From an optimization exercise on the open Yosys and OpenROAD flow, aimed at small area, a short achievable clock period and few clock cycles per item; shortcuts taken in it are not production practice.
Function was checked by simulation only, so behaviour that the tests miss may differ from the original.
No activity file was given, so power comes from the tool's default toggle rates.

==> flow/design.v (excerpt) <==
module COMP_Control(
    input clock,
    input rst,
    input start_trigger,
    input reset_act,
    input reset_data,
    input signed [15:0] K0,
    input signed [15:0] K1,
    input signed [15:0] K2,
    input signed [17:0] setPoint,
    input signed [17:0] data,
    output reg busy,
    output wire signed [15:0] COMP_output
    );
    reg [18:0] e0, e1;
    reg [47:0] S, C;
    reg [15:0] Kr;
    reg sB, sC;    
    wire load = start_trigger & ~busy & ~reset_act & ~rst;
    wire clr_all = rst | (reset_act & reset_data);
    wire [18:0] diff = {setPoint[17], setPoint} - {data[17], data};
    wire [15:0] Km;
    KMUX umA (.busy(busy), .kr(Kr), .k2(K2), .y(Km));
    wire acc_en = load | busy;
    wire [15:0] KmB;    
    KMUX umB (.busy(busy), .kr(Kr), .k2(K2), .y(KmB));
    wire d0_one = e1[0] ^ 1'b0;
    wire d0_two = (e1[1] & ~e1[0] & ~1'b0) | (~e1[1] & e1[0] & 1'b0);
    wire d0_neg = (e1[1] & ~(e1[0] & 1'b0)) ^ sB;
    wire d0_pp0 = ((d0_one & Km[0])) ^ d0_neg;
    wire d0_pp1 = ((d0_one & Km[1]) | (d0_two & Km[0])) ^ d0_neg;
    wire d0_pp2 = ((d0_one & Km[2]) | (d0_two & Km[1])) ^ d0_neg;
    wire d0_pp3 = ((d0_one & Km[3]) | (d0_two & Km[2])) ^ d0_neg;
    wire d0_pp4 = ((d0_one & Km[4]) | (d0_two & Km[3])) ^ d0_neg;
    wire d0_pp5 = ((d0_one & Km[5]) | (d0_two & Km[4])) ^ d0_neg;
    wire d0_pp6 = ((d0_one & Km[6]) | (d0_two & Km[5])) ^ d0_neg;
    wire d0_pp7 = ((d0_one & Km[7]) | (d0_two & Km[6])) ^ d0_neg;
    wire d0_pp8 = ((d0_one & Km[8]) | (d0_two & Km[7])) ^ d0_neg;
    wire d0_pp9 = ((d0_one & Km[9]) | (d0_two & Km[8])) ^ d0_neg;
    wire d0_pp10 = ((d0_one & Km[10]) | (d0_two & Km[9])) ^ d0_neg;
    wire d0_pp11 = ((d0_one & Km[11]) | (d0_two & Km[10])) ^ d0_neg;
    wire d0_pp12 = ((d0_one & Km[12]) | (d0_two & Km[11])) ^ d0_neg;
    wire d0_pp13 = ((d0_one & Km[13]) | (d0_two & Km[12])) ^ d0_neg;
    wire d0_pp14 = ((d0_one & Km[14]) | (d0_two & Km[13])) ^ d0_neg;
    wire d0_pp15 = ((d0_one & Km[15]) | (d0_two & Km[14])) ^ d0_neg;
    wire d0_pp16 = ((d0_two & Km[15])) ^ d0_neg;
    wire d1_one = e1[2] ^ e1[1];
    wire d1_two = (e1[3] & ~e1[2] & ~e1[1]) | (~e1[3] & e1[2] & e1[1]);
  ...
Settings: LEC_CHECK=0, CAP_MARGIN=20, CORE_MARGIN=2, CORE_UTILIZATION=55, CTS_BUF_LIST=sky130_fd_sc_hd__clkbuf_8, SLEW_MARGIN=20, SYNTH_HIERARCHICAL=1, SYNTH_MINIMUM_KEEP_SIZE=0; clock period 12.0 ns.
standard.sh (not shown) runs the stock make flow with config.mk's settings and CLKGATE_MAP_FILE= SYNTH_SCRIPT=/design/flow/synth_recipe.tcl, a recipe that flattens the netlist after the stock synthesis.
==> flow/flow/run.sh <==
#!/bin/bash
# The standard layout (standard.sh: the standard flow's synthesis, floorplan, placement,
# CTS, routing) at the design's clock period and constraints, with two
# changes to how hard the resizer works:
#  - repair_timing aims for a setup slack of SETUP_MARGIN ns instead of 0,
#    so the critical paths get sized and buffered although the 12 ns clock
#    would already be met;
#  - the port buffers are buf_2 cells rather than the resizer's pick.
set -euo pipefail
cd "$(dirname "$0")/.."
SETUP_MARGIN=$(cat flow/setup_margin.txt)
bash standard.sh "SETUP_SLACK_MARGIN=$SETUP_MARGIN" \
  "BUFFER_PORTS_ARGS=-buffer_cell sky130_fd_sc_hd__buf_2" finish > standard_make.log 2>&1
==> flow/flow/setup_margin.txt <==
6.0
Testbench counts at the start, summed over its fixed seeds: cycles 72,000, items 24,000.
Then changed:
CORE_UTILIZATION = 40   (was 55)
What happened:
- The changed run ran to the end with no violations
- area after synthesis is unchanged
- utilization came out lower by 16 points
- clock-buffer cell count came out lower by 1
- first-iteration DRC count came out lower by 3.9%
- synthesized cell count is unchanged
- setup slack improves by 0.065 ns
Then changed:
CTS_CLUSTER_DIAMETER = 80   (was not set)
CTS_CLUSTER_SIZE = 40   (was not set)
=>
- The changed run completed without violations
- final cell count stays the same
- sequential share of layout area stays the same
- global-route usage stays the same
- cell area stays the same
- setup slack does not change
- power is unchanged
Then changed:
==> flow/flow/setup_margin.txt (replaced) <==
6.4
CTS_CLUSTER_DIAMETER = not set   (was 80)
CTS_CLUSTER_SIZE = not set   (was 40)
Outcome:
- The changed run produced a clean layout
- die area does not change
- via count is unchanged
- routed wire length barely changes
- combinational power hardly moves
- sequential cell count is unchanged
- first-iteration DRC count falls by about a fifth
- count of clock-buffer cells in the layout does not change

-- re-timing with driven ports --
In the flow no input, the clock included, has a driving cell. The finished layouts below were timed again as built, in two steps. Step 1 sets driving cells, clkbuf_16 on the clock port and buf_2 on the other inputs (assumed; they add their load-dependent delay and slew). Step 2 moves the port delays by t, midway between the first and last clock arrival at a register: inputs arrive t later, outputs are due t later. That takes back most of the time a late clock gives input paths. a / b / c = no drivers / after step 1 / after step 2; a / b = the first two.
| run | t (ns) | setup slack, ns | latest minus earliest clock arrival (ns) | worst slew at a driven data input, ns | pins driven straight from the clock port |
|---|---|---|---|---|---|
| the first run | 0.561 | 6.433 / 6.380 / 5.997 | 0.025 / 0.026 | 0.05 | 1 |
| the second run | 0.546 | 6.497 / 6.452 / 5.999 | 0.020 / 0.019 | 0.05 | 1 |
| the third run | 0.546 | 6.497 / 6.452 / 5.999 | 0.020 / 0.019 | 0.05 | 1 |
| the fourth run | 0.558 | 6.540 / 6.566 / 6.007 | 0.021 / 0.021 | 0.04 | 1 |
After both steps every run listed still meets setup and hold. The setup slack of the fourth run, which loses most, moves by +0.026 ns with the drivers and by -0.533 ns with both steps.
